What follows belongs to an exercise in optimizing a design on an open flow for small area, a short achievable clock period and few clock cycles; a production flow would make more cautious choices.
No run shown here included a check of the RTL's function; only the layout flow was run.

==> flow/design.v (outline; a module is shown in full before it is edited, if it fits) <==
// module lfsr: 5 lines
// module beetle_left_antenna: 613 lines
// module beetle_compare: 88 lines
// module beetle_right_antenna: 29 lines
// module beetle_booth_row: 14 lines
// module beetle_prefix_add: 25 lines
// module beetle_position: 15 lines
// module bas: 137 lines
module bas(clock,reset,load, seed_x,seed_y,iterations,x,y,x_extreme,y_extreme,out_value,done );
  // ...
==> flow/flow/run.sh <==
#!/bin/bash
# The standard layout: floorplan with the default timing repair, then the rest
# with timing repair aiming for 20 ns of setup slack at the design's clock
# period (over-fixing, as SETUP_SLACK_MARGIN does) on the worst 10% of
# endpoints, and buf_2 cells as the port buffers.
set -euo pipefail
bash standard.sh "BUFFER_PORTS_ARGS=-buffer_cell sky130_fd_sc_hd__buf_2" floorplan > orfs_make_floorplan.log 2>&1
bash standard.sh SETUP_SLACK_MARGIN=20 TNS_END_PERCENT=10 "BUFFER_PORTS_ARGS=-buffer_cell sky130_fd_sc_hd__buf_2" finish > orfs_make.log 2>&1
==> flow/standard.sh <==
#!/bin/bash
# synth_recipe.tcl (not shown) runs the flow's synth.tcl, then flattens the netlist and writes it again
# the make line also repeats each setting of config.mk as NAME=value (left out here)
make -C /OpenROAD-flow-scripts/flow DESIGN_CONFIG=/design/flow/config.mk WORK_HOME=/design/flow/orfs CLKGATE_MAP_FILE= SYNTH_SCRIPT=/design/flow/synth_recipe.tcl "${@:-finish}"
==> flow/config.mk <==
export PLATFORM = sky130hd
export DESIGN_NAME = bas
export DESIGN_NICKNAME = bas
export VERILOG_FILES = /design/flow/design.v
export SDC_FILE = /design/flow/constraint.sdc
export NUM_CORES = 8
export LEC_CHECK = 0
export ABC_AREA = 1
export CAP_MARGIN = 20
export CORE_MARGIN = 2
export CORE_UTILIZATION = 50
export SLEW_MARGIN = 20
==> flow/constraint.sdc <==
create_clock -name core_clock -period 27.0 [get_ports {clock}]
set_input_delay 5.4000 -clock core_clock [delete_from_list [all_inputs] [get_ports {clock}]]
set_output_delay 5.4000 -clock core_clock [all_outputs]
set_load 0.01 [all_outputs]
==> impl_metrics.py, run 1 <==
metrics = {
    "run_status": {
        "status": "complete, no violations",
    },
    "detailed_routing": {
        "ant_nets": 0,
        "topRoutingLayerUsed": "met5",
    },
    "setup_path": {
        "critPathKind": "reg -> reg",
        "critPathLaunch": "dl1[2]",
        "timing.rr.start": "dl1[2]",
        "cp_data_arrival_time_ns": 7.43,
        "worstSetupEndpoint": "value_curr[23]",
    },
    "yosys": {
        "synth_area_um2": 55100,
        "synth.top_cell.area_share_pct": 21.9,
        "synth_edf_count": 10,
        "synth_top_family_by_area": "adder cells",
    },
    "clock_tree": {
        "htreeDepth": 2,
        "cts_sinks": 307,
    },
    "timing": {
        "finalHoldViolCount": 0,
        "max_freq_mhz": 143,
    },
    "floorplan": {
        "rows": 121,
        "pin_count": 135,
        "start_util_pct": 50.5,
    },
    "finish": {
        "num-nonclk-buffers": 320,
        "multi_input_area_share_pct": 71.3,
        "comb.multi_input.count": 5785,
        "n_fill_cell": 10800,
    },
    "grt": {
        "grt_max_degree": 73,
    },
}
==> module beetle_compare, before the edit <==
module beetle_compare(al, bl, ar, br, gt);
input [32:0] al, bl, ar, br;
output gt;
wire [31:0] a = {~al[31], al[30:0]};
wire [31:0] b = bl[31:0];
wire [31:0] c = ~{~ar[31], ar[30:0]};
wire [31:0] e = ~br[31:0];
wire [32:0] tl = {1'b0, a} + {1'b0, b};
wire [32:0] tr = {1'b0, ~c} + {1'b0, br[31:0]};
wire [31:0] x1 = a ^ b;
wire [31:0] x2 = c ^ e;
wire [31:0] x = x1 ^ x2;
wire [31:0] co;
wire [31:0] ci = {co[30:0], 1'b1};
genvar i;
generate for (i = 0; i < 32; i = i + 1) begin : cmp4
  assign co[i] = x1[i] ? c[i] : a[i];
end endgenerate
wire [31:0] xs = x ^ ci;
wire [31:0] xk = {x[30:0] & ci[30:0] | ~x[30:0] & e[30:0], 1'b0};
wire k31 = x[31] ? ci[31] : e[31];
wire [31:0] tg = xs & xk;
wire [31:0] tp = xs | xk;
wire cg0_0 = tg[1] | tp[1] & tg[0];
wire cp0_0 = tp[1] & tp[0];
wire cg0_1 = tg[3] | tp[3] & tg[2];
wire cp0_1 = tp[3] & tp[2];
wire cg0_2 = tg[5] | tp[5] & tg[4];
wire cp0_2 = tp[5] & tp[4];
wire cg0_3 = tg[7] | tp[7] & tg[6];
wire cp0_3 = tp[7] & tp[6];
wire cg0_4 = tg[9] | tp[9] & tg[8];
wire cp0_4 = tp[9] & tp[8];
wire cg0_5 = tg[11] | tp[11] & tg[10];
wire cp0_5 = tp[11] & tp[10];
wire cg0_6 = tg[13] | tp[13] & tg[12];
wire cp0_6 = tp[13] & tp[12];
wire cg0_7 = tg[15] | tp[15] & tg[14];
wire cp0_7 = tp[15] & tp[14];
wire cg0_8 = tg[17] | tp[17] & tg[16];
wire cp0_8 = tp[17] & tp[16];
wire cg0_9 = tg[19] | tp[19] & tg[18];
wire cp0_9 = tp[19] & tp[18];
wire cg0_10 = tg[21] | tp[21] & tg[20];
wire cp0_10 = tp[21] & tp[20];
wire cg0_11 = tg[23] | tp[23] & tg[22];
wire cp0_11 = tp[23] & tp[22];
wire cg0_12 = tg[25] | tp[25] & tg[24];
wire cp0_12 = tp[25] & tp[24];
wire cg0_13 = tg[27] | tp[27] & tg[26];
wire cp0_13 = tp[27] & tp[26];
wire cg0_14 = tg[29] | tp[29] & tg[28];
wire cp0_14 = tp[29] & tp[28];
wire cg0_15 = tg[31] | tp[31] & tg[30];
wire cp0_15 = tp[31] & tp[30];
wire cg1_0 = cg0_1 | cp0_1 & cg0_0;
wire cp1_0 = cp0_1 & cp0_0;
wire cg1_1 = cg0_3 | cp0_3 & cg0_2;
wire cp1_1 = cp0_3 & cp0_2;
wire cg1_2 = cg0_5 | cp0_5 & cg0_4;
wire cp1_2 = cp0_5 & cp0_4;
wire cg1_3 = cg0_7 | cp0_7 & cg0_6;
wire cp1_3 = cp0_7 & cp0_6;
wire cg1_4 = cg0_9 | cp0_9 & cg0_8;
wire cp1_4 = cp0_9 & cp0_8;
wire cg1_5 = cg0_11 | cp0_11 & cg0_10;
wire cp1_5 = cp0_11 & cp0_10;
wire cg1_6 = cg0_13 | cp0_13 & cg0_12;
wire cp1_6 = cp0_13 & cp0_12;
wire cg1_7 = cg0_15 | cp0_15 & cg0_14;
wire cp1_7 = cp0_15 & cp0_14;
wire cg2_0 = cg1_1 | cp1_1 & cg1_0;
wire cp2_0 = cp1_1 & cp1_0;
wire cg2_1 = cg1_3 | cp1_3 & cg1_2;
wire cp2_1 = cp1_3 & cp1_2;
wire cg2_2 = cg1_5 | cp1_5 & cg1_4;
wire cp2_2 = cp1_5 & cp1_4;
wire cg2_3 = cg1_7 | cp1_7 & cg1_6;
wire cp2_3 = cp1_7 & cp1_6;
wire cg3_0 = cg2_1 | cp2_1 & cg2_0;
wire cp3_0 = cp2_1 & cp2_0;
wire cg3_1 = cg2_3 | cp2_3 & cg2_2;
wire cp3_1 = cp2_3 & cp2_2;
wire cg4_0 = cg3_1 | cp3_1 & cg3_0;
wire cp4_0 = cp3_1 & cp3_0;
wire ts32 = cg4_0;
assign gt = ~(ts32 ^ k31 ^ co[31] ^ tl[32] ^ tr[32]);
endmodule
==> module beetle_right_antenna, before the edit <==
module beetle_right_antenna(dir, sense, s3, step);
input  [8:0]  dir;
input  [12:0] sense;
input  [14:0] s3;
output [13:0] step;
wire [15:0] s1 = {3'b000, sense};
wire [15:0] s2 = {2'b00, sense, 1'b0};
wire [15:0] t3 = {1'b0, s3};
wire [15:0] s4 = {1'b0, sense, 2'b00};
wire [3:0] g0 = {dir[2:0], 1'b0};
wire [3:0] g1 = dir[5:2];
wire [3:0] g2 = dir[8:5];
wire [15:0] r0, r1, r2;
wire n0, n1, n2;
beetle_booth_row b0(g0, s1, s2, t3, s4, r0, n0);
beetle_booth_row b1(g1, s1, s2, t3, s4, r1, n1);
beetle_booth_row b2(g2, s1, s2, t3, s4, r2, n2);
wire [21:0] ra = {{6{n0}}, r0};
wire [21:0] rb = {{3{n1}}, r1, 3'd0};
wire [21:0] rc = {r2, 6'd0};
wire [21:0] rd = {15'd0, n2, 2'b00, n1, 2'b00, n0};
wire [21:0] t1 = ra ^ rb ^ rc;
wire [21:0] c1 = {ra[20:0] & rb[20:0] | ra[20:0] & rc[20:0] | rb[20:0] & rc[20:0], 1'b0};
wire [21:0] t2 = t1 ^ c1 ^ rd;
wire [21:0] c2 = {t1[20:0] & c1[20:0] | t1[20:0] & rd[20:0] | c1[20:0] & rd[20:0], 1'b0};
wire [21:0] p;
beetle_prefix_add #(22, 5) fin(t2, c2, p);
assign step = p[21:8];
endmodule
==> run 2: changes to the inputs <==
--- a/flow/design.v
+++ b/flow/design.v
@@ -623,8 +623,134 @@
 wire [31:0] b = bl[31:0];
 wire [31:0] c = ~{~ar[31], ar[30:0]};
 wire [31:0] e = ~br[31:0];
-wire [32:0] tl = {1'b0, a} + {1'b0, b};
-wire [32:0] tr = {1'b0, ~c} + {1'b0, br[31:0]};
+wire [31:0] nc = ~c;
+wire [31:0] brl = br[31:0];
+wire [31:0] klg = a & b;
+wire [31:0] klp = a | b;
+wire klg0_0 = klg[1] | klp[1] & klg[0];
+wire klp0_0 = klp[1] & klp[0];
+wire klg0_1 = klg[3] | klp[3] & klg[2];
+wire klp0_1 = klp[3] & klp[2];
+wire klg0_2 = klg[5] | klp[5] & klg[4];
+wire klp0_2 = klp[5] & klp[4];
+wire klg0_3 = klg[7] | klp[7] & klg[6];
+wire klp0_3 = klp[7] & klp[6];
+wire klg0_4 = klg[9] | klp[9] & klg[8];
+wire klp0_4 = klp[9] & klp[8];
+wire klg0_5 = klg[11] | klp[11] & klg[10];
+wire klp0_5 = klp[11] & klp[10];
+wire klg0_6 = klg[13] | klp[13] & klg[12];
+wire klp0_6 = klp[13] & klp[12];
+wire klg0_7 = klg[15] | klp[15] & klg[14];
+wire klp0_7 = klp[15] & klp[14];
+wire klg0_8 = klg[17] | klp[17] & klg[16];
+wire klp0_8 = klp[17] & klp[16];
+wire klg0_9 = klg[19] | klp[19] & klg[18];
+wire klp0_9 = klp[19] & klp[18];
+wire klg0_10 = klg[21] | klp[21] & klg[20];
+wire klp0_10 = klp[21] & klp[20];
+wire klg0_11 = klg[23] | klp[23] & klg[22];
+wire klp0_11 = klp[23] & klp[22];
+wire klg0_12 = klg[25] | klp[25] & klg[24];
+wire klp0_12 = klp[25] & klp[24];
+wire klg0_13 = klg[27] | klp[27] & klg[26];
+wire klp0_13 = klp[27] & klp[26];
+wire klg0_14 = klg[29] | klp[29] & klg[28];
+wire klp0_14 = klp[29] & klp[28];
+wire klg0_15 = klg[31] | klp[31] & klg[30];
+wire klp0_15 = klp[31] & klp[30];
+wire klg1_0 = klg0_1 | klp0_1 & klg0_0;
+wire klp1_0 = klp0_1 & klp0_0;
+wire klg1_1 = klg0_3 | klp0_3 & klg0_2;
+wire klp1_1 = klp0_3 & klp0_2;
+wire klg1_2 = klg0_5 | klp0_5 & klg0_4;
+wire klp1_2 = klp0_5 & klp0_4;
+wire klg1_3 = klg0_7 | klp0_7 & klg0_6;
+wire klp1_3 = klp0_7 & klp0_6;
+wire klg1_4 = klg0_9 | klp0_9 & klg0_8;
+wire klp1_4 = klp0_9 & klp0_8;
+wire klg1_5 = klg0_11 | klp0_11 & klg0_10;
+wire klp1_5 = klp0_11 & klp0_10;
+wire klg1_6 = klg0_13 | klp0_13 & klg0_12;
+wire klp1_6 = klp0_13 & klp0_12;
+wire klg1_7 = klg0_15 | klp0_15 & klg0_14;
+wire klp1_7 = klp0_15 & klp0_14;
+wire klg2_0 = klg1_1 | klp1_1 & klg1_0;
+wire klp2_0 = klp1_1 & klp1_0;
+wire klg2_1 = klg1_3 | klp1_3 & klg1_2;
+wire klp2_1 = klp1_3 & klp1_2;
+wire klg2_2 = klg1_5 | klp1_5 & klg1_4;
+wire klp2_2 = klp1_5 & klp1_4;
+wire klg2_3 = klg1_7 | klp1_7 & klg1_6;
+wire klp2_3 = klp1_7 & klp1_6;
+wire klg3_0 = klg2_1 | klp2_1 & klg2_0;
+wire klp3_0 = klp2_1 & klp2_0;
+wire klg3_1 = klg2_3 | klp2_3 & klg2_2;
+wire klp3_1 = klp2_3 & klp2_2;
+wire klg4_0 = klg3_1 | klp3_1 & klg3_0;
+wire [31:0] krg = nc & brl;
+wire [31:0] krp = nc | brl;
+wire krg0_0 = krg[1] | krp[1] & krg[0];
+wire krp0_0 = krp[1] & krp[0];
+wire krg0_1 = krg[3] | krp[3] & krg[2];
+wire krp0_1 = krp[3] & krp[2];
+wire krg0_2 = krg[5] | krp[5] & krg[4];
+wire krp0_2 = krp[5] & krp[4];
+wire krg0_3 = krg[7] | krp[7] & krg[6];
+wire krp0_3 = krp[7] & krp[6];
+wire krg0_4 = krg[9] | krp[9] & krg[8];
+wire krp0_4 = krp[9] & krp[8];
+wire krg0_5 = krg[11] | krp[11] & krg[10];
+wire krp0_5 = krp[11] & krp[10];
+wire krg0_6 = krg[13] | krp[13] & krg[12];
+wire krp0_6 = krp[13] & krp[12];
+wire krg0_7 = krg[15] | krp[15] & krg[14];
+wire krp0_7 = krp[15] & krp[14];
+wire krg0_8 = krg[17] | krp[17] & krg[16];
+wire krp0_8 = krp[17] & krp[16];
+wire krg0_9 = krg[19] | krp[19] & krg[18];
+wire krp0_9 = krp[19] & krp[18];
+wire krg0_10 = krg[21] | krp[21] & krg[20];
+wire krp0_10 = krp[21] & krp[20];
+wire krg0_11 = krg[23] | krp[23] & krg[22];
+wire krp0_11 = krp[23] & krp[22];
+wire krg0_12 = krg[25] | krp[25] & krg[24];
+wire krp0_12 = krp[25] & krp[24];
+wire krg0_13 = krg[27] | krp[27] & krg[26];
+wire krp0_13 = krp[27] & krp[26];
+wire krg0_14 = krg[29] | krp[29] & krg[28];
+wire krp0_14 = krp[29] & krp[28];
+wire krg0_15 = krg[31] | krp[31] & krg[30];
+wire krp0_15 = krp[31] & krp[30];
+wire krg1_0 = krg0_1 | krp0_1 & krg0_0;
+wire krp1_0 = krp0_1 & krp0_0;
+wire krg1_1 = krg0_3 | krp0_3 & krg0_2;
+wire krp1_1 = krp0_3 & krp0_2;
+wire krg1_2 = krg0_5 | krp0_5 & krg0_4;
+wire krp1_2 = krp0_5 & krp0_4;
+wire krg1_3 = krg0_7 | krp0_7 & krg0_6;
+wire krp1_3 = krp0_7 & krp0_6;
+wire krg1_4 = krg0_9 | krp0_9 & krg0_8;
+wire krp1_4 = krp0_9 & krp0_8;
+wire krg1_5 = krg0_11 | krp0_11 & krg0_10;
+wire krp1_5 = krp0_11 & krp0_10;
+wire krg1_6 = krg0_13 | krp0_13 & krg0_12;
+wire krp1_6 = krp0_13 & krp0_12;
+wire krg1_7 = krg0_15 | krp0_15 & krg0_14;
+wire krp1_7 = krp0_15 & krp0_14;
+wire krg2_0 = krg1_1 | krp1_1 & krg1_0;
+wire krp2_0 = krp1_1 & krp1_0;
+wire krg2_1 = krg1_3 | krp1_3 & krg1_2;
+wire krp2_1 = krp1_3 & krp1_2;
+wire krg2_2 = krg1_5 | krp1_5 & krg1_4;
+wire krp2_2 = krp1_5 & krp1_4;
+wire krg2_3 = krg1_7 | krp1_7 & krg1_6;
+wire krp2_3 = krp1_7 & krp1_6;
+wire krg3_0 = krg2_1 | krp2_1 & krg2_0;
+wire krp3_0 = krp2_1 & krp2_0;
+wire krg3_1 = krg2_3 | krp2_3 & krg2_2;
+wire krp3_1 = krp2_3 & krp2_2;
+wire krg4_0 = krg3_1 | krp3_1 & krg3_0;
 wire [31:0] x1 = a ^ b;
 wire [31:0] x2 = c ^ e;
 wire [31:0] x = x1 ^ x2;
@@ -702,7 +828,7 @@
 wire cg4_0 = cg3_1 | cp3_1 & cg3_0;
 wire cp4_0 = cp3_1 & cp3_0;
 wire ts32 = cg4_0;
-assign gt = ~(ts32 ^ k31 ^ co[31] ^ tl[32] ^ tr[32]);
+assign gt = ~(ts32 ^ k31 ^ co[31] ^ klg4_0 ^ krg4_0);
 endmodule
 module beetle_right_antenna(dir, sense, s3, step);
 input  [8:0]  dir;
@@ -721,16 +847,8 @@
 beetle_booth_row b0(g0, s1, s2, t3, s4, r0, n0);
 beetle_booth_row b1(g1, s1, s2, t3, s4, r1, n1);
 beetle_booth_row b2(g2, s1, s2, t3, s4, r2, n2);
-wire [21:0] ra = {{6{n0}}, r0};
-wire [21:0] rb = {{3{n1}}, r1, 3'd0};
-wire [21:0] rc = {r2, 6'd0};
-wire [21:0] rd = {15'd0, n2, 2'b00, n1, 2'b00, n0};
-wire [21:0] t1 = ra ^ rb ^ rc;
-wire [21:0] c1 = {ra[20:0] & rb[20:0] | ra[20:0] & rc[20:0] | rb[20:0] & rc[20:0], 1'b0};
-wire [21:0] t2 = t1 ^ c1 ^ rd;
-wire [21:0] c2 = {t1[20:0] & c1[20:0] | t1[20:0] & rd[20:0] | c1[20:0] & rd[20:0], 1'b0};
-wire [21:0] p;
-beetle_prefix_add #(22, 5) fin(t2, c2, p);
+wire [21:0] p = {{6{n0}}, r0} + {{3{n1}}, r1, 3'd0} + {r2, 6'd0}
+              + {15'd0, n2, 2'b00, n1, 2'b00, n0};
 assign step = p[21:8];
 endmodule
 module beetle_booth_row(g, s1, s2, s3, s4, r, n);
@@ -747,31 +865,6 @@
 assign r = g[3] ? ~mag : mag;
 assign n = g[3];
 endmodule
-module beetle_prefix_add(a, b, s);
-parameter W = 8;
-parameter L = 3;
-input  [W-1:0] a, b;
-output [W-1:0] s;
-wire [W-1:0] g [0:L];
-wire [W-1:0] p [0:L];
-assign g[0] = a & b;
-assign p[0] = a ^ b;
-genvar l, i;
-generate
-  for (l = 0; l < L; l = l + 1) begin : lv
-    for (i = 0; i < W; i = i + 1) begin : bt
-      if ((i >> l) & 1) begin : cmb
-        assign g[l + 1][i] = g[l][i] | p[l][i] & g[l][((i >> l) << l) - 1];
-        assign p[l + 1][i] = p[l][i] & p[l][((i >> l) << l) - 1];
-      end else begin : pas
-        assign g[l + 1][i] = g[l][i];
-        assign p[l + 1][i] = p[l][i];
-      end
-    end
-  end
-endgenerate
-assign s = p[0] ^ {g[L][W-2:0], 1'b0};
-endmodule
 module beetle_position(mx, my, nx, ny, d1, d2, q1, q2);
 parameter NB = 0;
 input  [15:0] mx, my;
==> run 2 against run 1 <==
Net effect: clock skew is 0.017 ns higher; critical path type is now in -> reg; setup slack better by 0.11 ns; area after synthesis is 4.0% higher; synthesized cell count is 4.7% higher; wire length is 5.9% higher; non-clock buffer count is 63 higher; largest cell class unchanged; clock-buffer cell count is 3 lower; final area is 5.0% higher; highest routed layer unchanged; die area is 3.9% higher; worst hold slack better by 0.024 ns.
==> impl_metrics.py, run 2 <==
metrics = {
    "floorplan": {
        "die-height_um": 343,
        "die_x_um": 343,
        "core_um2": 114000,
        "start_util_pct": 50.3,
        "pin_count": 135,
        "rows": 124,
        "dieArea_um2": 117000,
    },
    "min_path": {
        "min_from": "value_init",
        "hold_depth": 2,
        "hold_end": "value_init",
        "min_path_type": "reg -> reg",
    },
    "finish": {
        "area_delta_synth_final_pct": 11.1,
        "stdcell_count": 9783,
        "antennaDiodeCount": 0,
        "reg_top3": "value_best x33, value_curr x33",
        "drive_above_1_share_pct": 9.56,
        "mostFrequentLayoutCells": "nand2_1 (1,499), inv_1 (1,298), nor2_1 (986)",
        "layout_commonest_cell": "nand2_1",
        "final_nets": 9592,
    },
    "grt": {
        "grt_max_degree": 81,
        "globalRouteOverflowTotal": 0,
        "grt_antenna_before_repair": 2,
        "track_usage_pct": 35.1,
        "grt_pass1_wl_um": 315000,
        "grt_pass1_vias": 52900,
    },
    "detailed_routing": {
        "routed_via_density": 5.55,
        "drtIter0Drc": 4312,
        "wirelength_um": 212000,
        "ant_nets": 0,
        "via_count": 54300,
        "post_drt_wl_per_cell_um": 21.7,
        "drt_pass1_iterations": 7,
        "drc_errors": 0,
    },
    "clock_tree": {
        "clk_pin_slew_ns": 0.06,
        "ctsHoldBuffers": 0,
        "cts-root-buf": "clkbuf_16",
        "cts_tree": "done",
        "cts_made_buffers": 43,
        "htreeDepth": 2,
        "clk_path_buf_depth": 3,
        "cts_sinks": 307,
        "clock_latency_ns": 0.66,
    },
    "yosys": {
        "synthAdderAreaFrac_pct": 35.7,
        "synth_common_cells": "nand2_1 (1,505), inv_1 (1,357), nor2_1 (992)",
        "synth.top_cell.area_share_pct": 19.9,
        "yosysTopAreaCell": "fa_1",
        "synth_top_family_by_area": "adder cells",
        "synthMostInstantiatedCell": "nand2_1",
        "ys_seq_area_share_pct": 10.9,
        "avgSynthCellArea_um2": 7.09,
        "synth_area_um2": 57300,
        "synth_xor_xnor_area_share_pct": 7.61,
        "yosys_most_used_dff": "dfxtp_1",
        "synth_mux_area_share_pct": 0.0175,
        "synth_compound_area_share_pct": 13.8,
        "synth_async_sr_flop_share_pct": 0,
        "yosysWarnings": 1,
        "yosys.area_share.simple_pct": 20.7,
        "synthCells": 8078,
        "ys_ff_latch": 307,
        "yosys-top-cells-area": "fa_1 (20%), ha_1 (16%), dfxtp_1 (10%)",
        "synth_edf_count": 10,
        "yosysUniqueCellTypes": 70,
    },
    "setup_path": {
        "rr_endpoint": "dl2[7]",
        "critPathKind": "in -> reg",
        "reg2reg_depth": 30,
        "cp_data_arrival_time_ns": 7.36,
        "crit_required_ns": 27.50,
        "timing.rr.start": "dr1[7]",
        "endpoint_kind": "flip-flop",
        "path_max_fanout": 80,
        "critical_path.startpoint_type": "input pin",
        "ff2ff_setup_slack_ns": 20.14,
    },
    "timing": {
        "fin_skew_ns": 0.0521,
        "period_share_pct": 25.4,
        "relSlewSlack_pct": 27.6,
        "finalHoldViolCount": 0,
        "rsz0062_at_grt": "true",
        "fin_tns_setup_ns": 0,
        "timing.final.max_slew_violations": 0,
        "max_freq_mhz": 146,
        "setup_viol": 0,
        "fin_hold_ws_ns": 0.477,
        "finalCriticalPeriod_ns": 6.86,
        "tightest_slew_ns": 1.07,
    },
    "placement": {
        "numPlacedInstances": 9480,
        "numPortBuffers": 130,
        "dp_hpwl_um": 168000,
        "gp_congestion": 1.01,
    },
    "run_status": {
        "status": "complete, no violations",
    },
    "job": {
        "drv_cap": 0,
    },
}
-- run 2: worst max path at each step --
stage          cells after the start           to  slack (ns)      start
2_1_floorplan                      4    remain[0]       19.96       load
3_3_place_gp                      29       dr1[0]       17.74     dl2[4]
3_5_place_dp                      29       dr1[0]       17.74     dl2[4]
4_1_cts                           33  step_ny[12]       19.92   sense[4]
5_1_grt                           30      dr1[16]       19.87  step_x[2]
6_report                           5   step_ny[8]       20.14      reset
-- run 2: area by class of cell --
type                    count  area, um^2
well taps                1512        1890
multi-input cells        6120       45400
flip-flops and latches    307        6440
clock buffers              56        1200
repair buffers            383        3030
inverters                1383        5430
fillers                 11400       50400
clock inverters            22         283
-- run 2: through the flow --
step | area [um^2] | utilization (%) | setup WS, ns
floorplan | 57300 | - | 19.96
detailed placement | 58900 | 51.6 | 17.74
global placement | 58900 | 51.6 | 17.74
CTS | 61800 | 54.2 | 19.92
finish | 63700 | 55.8 | 20.14
global route | 63700 | 55.8 | 19.87
-- run 2: cell families after synthesis --
kind of cell,count (synthesis)
other,1
AND/OR/NAND/NOR,2942
adder cells (fa/ha/maj),1292
flip-flops,307
XOR/XNOR,495
AO/OA/AOI/OAI,1376
multiplexers,1
buffers and inverters,1664
-- run 2: repair_timing --
| item | CTS | global route |
|---|---|---|
| pin swaps | 7 | 45 |
| setup buffers | 73 | 133 |
| resized for setup | 219 | 161 |
| gates cloned | 11 | 8 |
| setup endpoints to repair | 183 | 188 |
-- run 2: critical path, cell delays in order --
cell and delay, ns:
buf_6 0.24, inv_4 0.63, buf_6 0.55, nand2_1 0.10, nor2_1 0.37
-- run 2: routing by layer --
metal | share of wire (%) | vias up | wire length [um] | global-route usage, %
met4 | 5.6 | 2 | 11900 | 16.6
met1 | 41 | 25900 | 87400 | 45.0
li1 | - | 25900 | - | -
met5 | 0.0061 | - | 13 | 0
met3 | 6.8 | 459 | 14500 | 4.35
met2 | 46 | 2093 | 98200 | 58.9

[what the ideal ports hide]
No port has a modelled driver above. Below, the same layouts with a new extraction and two added sets of constraints.
Step 1: set_driving_cell puts a clkbuf_16 on clock and a buf_2 on each other input, an assumption about the parent block.
Step 2 times the ports against the registers' clock, not the clock port: input delays grow and output delays shrink by t, the midpoint of the rising clock arrivals with the driver on.
a / b / c = ideal / step 1 / step 2; a / b = the first two.
| run | shift t [ns] | setup WS [ns] | latest minus earliest clock arrival (ns) |
|---|---|---|---|
| run 1 | 0.690 | 20.030 / 20.030 / 19.371 | 0.035 / 0.036 |
| run 2 | 0.720 | 20.139 / 20.145 / 19.469 | 0.053 / 0.053 |
After both steps every run listed still meets setup and hold. The setup slack of run 2, which loses most, moves by +0.006 ns with the drivers and by -0.670 ns with both steps.
